Background: an optimization exercise with open tools, aiming at small area and a short achievable clock period. Do not read the settings as production practice. The RTL was checked by simulation tests, not by an equivalence proof against the original design. No activity file was given, so power comes from the tool's default toggle rates.

<file path="flow/config.mk">
export PLATFORM = sky130hd
export DESIGN_NAME = systolic_array
export DESIGN_NICKNAME = systolic_array
export VERILOG_FILES = /design/flow/design.v
export SDC_FILE = /design/flow/constraint.sdc
export NUM_CORES = 4
export LEC_CHECK = 0
export CAP_MARGIN = 20
export CORE_MARGIN = 2
export CORE_UTILIZATION = 40
export SLEW_MARGIN = 20
</file>
<file path="flow/constraint.sdc">
create_clock -name core_clock -period 9.0 [get_ports {clk}]
set_input_delay 1.8000 -clock core_clock [delete_from_list [all_inputs] [get_ports {clk}]]
set_output_delay 1.8000 -clock core_clock [all_outputs]
set_load 0.01 [all_outputs]
</file>
<file path="flow/design.v">
module mac (
  input logic clk, rst,
  input logic clear, en,
  input logic signed [7:0] row_input, col_input,
  output logic signed [31:0] accumulate
);
  logic signed [31:0] next_accumulate;
  logic signed [15:0] prod;
  always_comb begin
    prod = row_input * col_input;
    if (clear) next_accumulate = '0;
    else if (en) next_accumulate = accumulate + {{16{prod[15]}}, prod};
    else next_accumulate = accumulate;
  end
  always_ff @(posedge clk or posedge rst) begin
    if (rst) accumulate <= '0;
    else accumulate <= next_accumulate;
  end
endmodule
module systolic_array #(
  parameter int ROW_DIM = 4
) (
  input logic clk, rst,
  input logic en, clear,
  input logic signed [7:0] row0_in, row1_in, row2_in, row3_in,
  input logic signed [7:0] col0_in, col1_in, col2_in, col3_in,
  output logic signed [31:0] mac00, mac01, mac02, mac03,  
  output logic signed [31:0] mac10, mac11, mac12, mac13,
  output logic signed [31:0] mac20, mac21, mac22, mac23,
  output logic signed [31:0] mac30, mac31, mac32, mac33
);
  logic signed [7:0] col1_input1, col1_input2, col1_input3, col1_input4;
  logic signed [7:0] col2_input1, col2_input2, col2_input3, col2_input4;
  logic signed [7:0] col3_input1, col3_input2, col3_input3, col3_input4;
  logic signed [7:0] col4_input1, col4_input2, col4_input3, col4_input4;
  logic signed [7:0] next_col1_input2, next_col1_input3, next_col1_input4;
  logic signed [7:0] next_col2_input2, next_col2_input3, next_col2_input4;
  logic signed [7:0] next_col3_input2, next_col3_input3, next_col3_input4;
  logic signed [7:0] next_col4_input2, next_col4_input3, next_col4_input4;
  assign col1_input1 = (rst || clear) ? '0 : col0_in;
  assign col2_input1 = (rst || clear) ? '0 : col1_in;
  assign col3_input1 = (rst || clear) ? '0 : col2_in;
  assign col4_input1 = (rst || clear) ? '0 : col3_in;
  always_comb begin
    next_col1_input2 = col1_input2;
    next_col2_input2 = col2_input2;
    next_col3_input2 = col3_input2;
    next_col4_input2 = col4_input2;
    next_col1_input3 = col1_input3;
    next_col2_input3 = col2_input3;
    next_col3_input3 = col3_input3;
    next_col4_input3 = col4_input3;
    next_col1_input4 = col1_input4;
    next_col2_input4 = col2_input4;
    next_col3_input4 = col3_input4;
    next_col4_input4 = col4_input4;
    if (clear) begin
      next_col1_input2 = '0;
      next_col2_input2 = '0;
      next_col3_input2 = '0;
      next_col4_input2 = '0;
      next_col1_input3 = '0;
      next_col2_input3 = '0;
      next_col3_input3 = '0;
      next_col4_input3 = '0;
      next_col1_input4 = '0;
      next_col2_input4 = '0;
      next_col3_input4 = '0;
      next_col4_input4 = '0;
    end else if (en) begin
      next_col1_input2 = col1_input1;
      next_col2_input2 = col2_input1;
      next_col3_input2 = col3_input1;
      next_col4_input2 = col4_input1;
      next_col1_input3 = col1_input2;
      next_col2_input3 = col2_input2;
      next_col3_input3 = col3_input2;
      next_col4_input3 = col4_input2;
      next_col1_input4 = col1_input3;
      next_col2_input4 = col2_input3;
      next_col3_input4 = col3_input3;
      next_col4_input4 = col4_input3;
    end
  end
  always_ff @(posedge clk or posedge rst) begin
    if (rst) begin
      col1_input2 <= '0;
      col1_input3 <= '0;
      col1_input4 <= '0;
      col2_input2 <= '0;
      col2_input3 <= '0;
      col2_input4 <= '0;
      col3_input2 <= '0;
      col3_input3 <= '0;
      col3_input4 <= '0;
      col4_input2 <= '0;
      col4_input3 <= '0;
      col4_input4 <= '0;
    end else begin
      col1_input2 <= next_col1_input2;
      col1_input3 <= next_col1_input3;
      col1_input4 <= next_col1_input4;
      col2_input2 <= next_col2_input2;
      col2_input3 <= next_col2_input3;
      col2_input4 <= next_col2_input4;
      col3_input2 <= next_col3_input2;
      col3_input3 <= next_col3_input3;
      col3_input4 <= next_col3_input4;
      col4_input2 <= next_col4_input2;
      col4_input3 <= next_col4_input3;
      col4_input4 <= next_col4_input4;
    end
  end
  mac unit11(
    .clk(clk),
    .rst(rst),
    .clear(clear),
    .en(en),
    .row_input(row0_in),
    .col_input(col1_input1),
    .accumulate(mac00)  
  );
  mac unit12(
    .clk(clk),
    .rst(rst),
    .clear(clear),
    .en(en),
    .row_input(row1_in),
    .col_input(col1_input2),
    .accumulate(mac01)  
  );
  mac unit13(
    .clk(clk),
    .rst(rst),
    .clear(clear),
    .en(en),
    .row_input(row2_in),
    .col_input(col1_input3),
    .accumulate(mac02)  
  );
  mac unit14(
    .clk(clk),
    .rst(rst),
    .clear(clear),
    .en(en),
    .row_input(row3_in),
    .col_input(col1_input4),
    .accumulate(mac03)  
  );
  mac unit21(
    .clk(clk),
    .rst(rst),
    .clear(clear),
    .en(en),
    .row_input(row0_in),
    .col_input(col2_input1),
    .accumulate(mac10)  
  );
  mac unit22(
    .clk(clk),
    .rst(rst),
    .clear(clear),
    .en(en),
    .row_input(row1_in),
    .col_input(col2_input2),
    .accumulate(mac11)  
  );
  mac unit23(
    .clk(clk),
    .rst(rst),
    .clear(clear),
    .en(en),
    .row_input(row2_in),
    .col_input(col2_input3),
    .accumulate(mac12)  
  );
  mac unit24(
    .clk(clk),
    .rst(rst),
    .clear(clear),
    .en(en),
    .row_input(row3_in),
    .col_input(col2_input4),
    .accumulate(mac13)  
  );
  mac unit31(
    .clk(clk),
    .rst(rst),
    .clear(clear),
    .en(en),
    .row_input(row0_in),
    .col_input(col3_input1),
    .accumulate(mac20)  
  );
  mac unit32(
    .clk(clk),
    .rst(rst),
    .clear(clear),
    .en(en),
    .row_input(row1_in),
    .col_input(col3_input2),
    .accumulate(mac21)  
  );
  mac unit33(
    .clk(clk),
    .rst(rst),
    .clear(clear),
    .en(en),
    .row_input(row2_in),
    .col_input(col3_input3),
    .accumulate(mac22)  
  );
  mac unit34(
    .clk(clk),
    .rst(rst),
    .clear(clear),
    .en(en),
    .row_input(row3_in),
    .col_input(col3_input4),
    .accumulate(mac23)  
  );
  mac unit41(
    .clk(clk),
    .rst(rst),
    .clear(clear),
    .en(en),
    .row_input(row0_in),
    .col_input(col4_input1),
    .accumulate(mac30)  
  );
  mac unit42(
    .clk(clk),
    .rst(rst),
    .clear(clear),
    .en(en),
    .row_input(row1_in),
    .col_input(col4_input2),
    .accumulate(mac31)  
  );
  mac unit43(
    .clk(clk),
    .rst(rst),
    .clear(clear),
    .en(en),
    .row_input(row2_in),
    .col_input(col4_input3),
    .accumulate(mac32)  
  );
  mac unit44(
    .clk(clk),
    .rst(rst),
    .clear(clear),
    .en(en),
    .row_input(row3_in),
    .col_input(col4_input4),
    .accumulate(mac33)  
  );
endmodule
</file>
<file path="flow/run.sh">
#!/bin/bash
# synth_recipe.tcl (not shown) runs the flow's synth.tcl, then flattens the netlist and writes it again
# the make line also repeats each setting of config.mk as NAME=value (left out here)
make -C /OpenROAD-flow-scripts/flow DESIGN_CONFIG=/design/flow/config.mk WORK_HOME=/design/flow/orfs CLKGATE_MAP_FILE= SYNTH_SCRIPT=/design/flow/synth_recipe.tcl finish
</file>
==> impl_results.md <==
* Layout filler cell count at slightly above 20000
* R2r setup slk at 1.63 ns
* Worst max-slew margin expressed relative to the limit at approximately 29%
* DRC violations left at 0
* Gate Count Post-Synth at 9756
* Fraction of synthesized area in multiplexers at roughly 3.7%
* Maximum fanout along the worst path at 14
* Die boundary height at around 470 um
* Number of register bits inferred by synthesis at 608
* Leading register cell type out of synthesis: sky130_fd_sc_hd__dfrtp_1
* Final count of hold timing violations at 0
* Main combinational cell family by area after synthesis: adder cells
* Number of synthesized flops with an enable pin at 0
* Worst-case vdd ir drop at around 0.18 mV
* RSZ-0062 raised after global routing: true
* GP Congestion at around 0.91
* Starting density of the core at 40.2%
* Worst hold path type: flip-flop to flip-flop
* Total number of nets in the final design at about 13000
* Transition time of the tightest slew-check pin at around 1.1 ns
* Required arrival time at the worst endpoint at a little under 10 ns
* PnR Total Power at 14.7 mW
* GRT Total Usage at 23.8%
* Area growth from synthesis to layout at 21.6%
* Via count at 72400
* CTS sink cnt at about 610
* Most common cell in the netlist: sky130_fd_sc_hd__inv_1
* Number of top-level pins at between 500 and 600
* Commonest cells post-synth: sky130_fd_sc_hd__inv_1, sky130_fd_sc_hd__ha_1, sky130_fd_sc_hd__fa_1
* Number of global-route vias before repair at approximately 75000
* Die X at ~470 um
* Final critical-path share of the clock period at 95.8%
* Max Clk Rate at ~120 MHz
* Class of the most critical setup path: primary input to flip-flop
* Post-route antenna net violation count at 0
* Yosys warning count at 2
* Number of rows created at floorplan at between 150 and 200
* Fraction of final layout cells sized beyond drive strength 1 at 10.5%
* Final count of pins violating max slew at 0
* Hold path startpoint: unit24.accumulate[28]
* Launch point of the worst path: rst
* Biggest area consumer among synthesized cells: sky130_fd_sc_hd__fa_1
* Multi-input logic area at about 0.064 sq mm
* Post-CTS clock slew at the launch and capture registers of the worst setup and hold paths at approximately 0.060 ns
* CTS tree: built
* Final routed wirelength across all metal layers at ~260000 um
* Iteration-0 DRC Markers at 3687
* Mean instance size in the synthesized netlist at between 8 and 9 sq um
* R2R Path Start: col4_input3[2]
* Via count normalized by instance count at approximately 5.2
* Pre-antenna DRT Iters at 6
* Result of the run: finished clean
* Top area cells in the synthesized netlist: sky130_fd_sc_hd__fa_1, sky130_fd_sc_hd__dfrtp_1, sky130_fd_sc_hd__ha_1
* Count of max-cap constraint violations at 0
* Cell leakage power at about 55 nW
* Power density of the placed cells at 140 mW/mm^2
* Minimum setup slack after placement at -0.518 ns
* Number of levels the H-tree was split into at 3
* Critical path buffers and inverters at 9
* Antenna violations before repair at 12
* Average wire per standard cell at between 15 and 20 um
* Kind of start point of the critical path: primary input
* Combined area of all synthesized cells at around 0.086 sq mm
* Worst Setup Slack, final at 0.376 ns
* Number of nets in the synthesized netlist at about 12000
* Detail Placement HPWL at just over 200000 um
* Std-Cell Core Area at 0.214 sq mm
* CP top delay family: adder cells
* Final Util at between 40% and 50%
* Clock buffer depth at 3
* Remaining global-route overflow at 0
* Number of hold buffers added after CTS at 0
* Arrival time at the worst endpoint at about 9.3 ns
* Cell chosen for the clock root: sky130_fd_sc_hd__clkbuf_16
* Delay of the slowest cell on the worst path at approximately 0.57 ns
* Area of the die at around 0.22 sq mm
* Post-layout min period at roughly 8.6 ns
* Clock latency of the later-clocked register in the worst-skew pair at roughly 0.76 ns
* Kind of end point of the critical path: flip-flop
* Fraction of synthesized cell area taken by the top area cell type at a little over a fifth
* Register area at 0.0152 sq mm
* Fraction of registers with async set/reset at 100%
* Synthesized-area fraction occupied by and/or/nand/nor cells at about 16%
* Worst-path cell with the longest stage delay: sky130_fd_sc_hd__clkdlybuf4s50_1
* Adder-cell share of the synthesized area at roughly a third
* IO buf count at roughly 580
* Compound-gate portion of the synthesized area at between 10% and 20%
* Count of different cell masters after synthesis at 102
* Number of buffers added by the clock tree synthesis step at slightly below 90
* Fraction of the yosys area taken by sequential cells at 17.7%
* Pin count of the biggest net entering global routing at between 100 and 150
* Xor and xnor fraction of the mapped netlist area at 6.73%
* Post-Route Skew at around 0.054 ns
* Final-report setup violation count at 0
* First-pass GRT wire length at 415000 um
[cell families (layout without fill, tap and decap cells)]
logic type	after synthesis	after routing
compound gates	1785	1785
xor+xnor	660	660
fa+ha+maj	1864	1864
buf+inv	1793	3104
flops	608	608
mux	314	314
other cells	0	4
simple gates	2732	2732
[tightest hold or removal path: stages (launching register included)]
cell                      delay (ns)
sky130_fd_sc_hd__dfrtp_1        0.37
sky130_fd_sc_hd__nand2_1        0.05
sky130_fd_sc_hd__o21ai_0        0.06
[what timing repair did]
| item | 4_1_cts | 5_1_grt |
|---|---|---|
| gates resized for setup | 0 | 9 |
| endpoints found under the setup margin | 0 | 18 |
| setup buffers | 0 | 2 |
[placed cells by master (no fill, tap or decap), drive strengths merged, types with 536 or more instances in the layout]
cell type and n:
fa 896, nand2 549, ha 968, a21oi 553
inv 1468, buf 901, nor2 798, clkdlybuf4s50 575
dfrtp 608, and2 536
[through the flow]
stage          hold slack, ns  area [sq um]  TNS, ns  instances
2_1_floorplan           0.535         86100  -665.84       9756
3_3_place_gp            0.501        101000    -5.25      13700
3_5_place_dp            0.505        101000    -9.87      13700
4_1_cts                 0.520        105000        0      13900
5_1_grt                 0.544        105000  -0.0488      13900
6_report                0.518        105000        0      13900
[cell type report]
cell class | instances | share of cell area, %
Antenna cell | 4 | 0.00956
Clock buffer | 115 | 2.37
Clock inverter | 49 | 0.653
Inverter | 1464 | 5.26
Multi-Input combinational cell | 7355 | 61.4
Sequential cell | 608 | 14.5
Tap cell | 2838 | 3.39
Timing Repair Buffer | 1476 | 12.4
[power by group]
part	leakage, nW	total [mW]	switching, mW	internal (mW)
logic	44.9	7.29	3.75	3.54
registers	8.30	3.52	0.434	3.08
clock network	1.55	3.88	1.58	2.30
total	54.7	14.7	5.76	8.93
[final timing paths]
kind,cells after the start,endpoint
worst max register to register,26,unit43.accumulate[31]
max in group asynchronous,4,unit33.accumulate[31]
worst max-delay path,32,unit11.accumulate[31]
min in group asynchronous,2,unit11.accumulate[7]
worst min register to register,2,unit24.accumulate[28]
worst min-delay path,2,unit24.accumulate[28]
[layer usage]
layer	part of all wire (%)	vias up	global-route usage, %
met5	0.026	-	0
met4	3.4	12	7.83
met3	5.6	326	4.25
met2	48	1457	40.2
met1	43	35800	30.6
li1	-	34700	-

==> separate check: timing with driven ports <==
The results above use ideal ports. As a check the final layout listed here was re-extracted and re-timed, cells and wires unchanged.
Step 1: set_driving_cell puts a clkbuf_16 on clk and a buf_2 on each other input, an assumption about the parent block.
Step 2 adds t to the input delays and takes it off the output delays; t is the mean of the earliest and latest rising clock arrival at the registers after step 1. Input paths then give back, and output paths get back, about the clock's delay inside the block.
a / b / c = no drivers / after step 1 / after step 2; a / b = the first two.
t (ns): 0.828
setup slack, ns: 0.376 / 0.439 / -0.389
worst hold slack (ns): 0.518 / 0.518 / 0.518
worst setup path at the end: input to register
slew at the worst register clock pin (ns): 0.07 / 0.07
Met with ideal ports but missed after step 2: setup timing in this run. For this run, drivers alone change the setup slack by +0.063 ns; drivers and shift together by -0.765 ns.
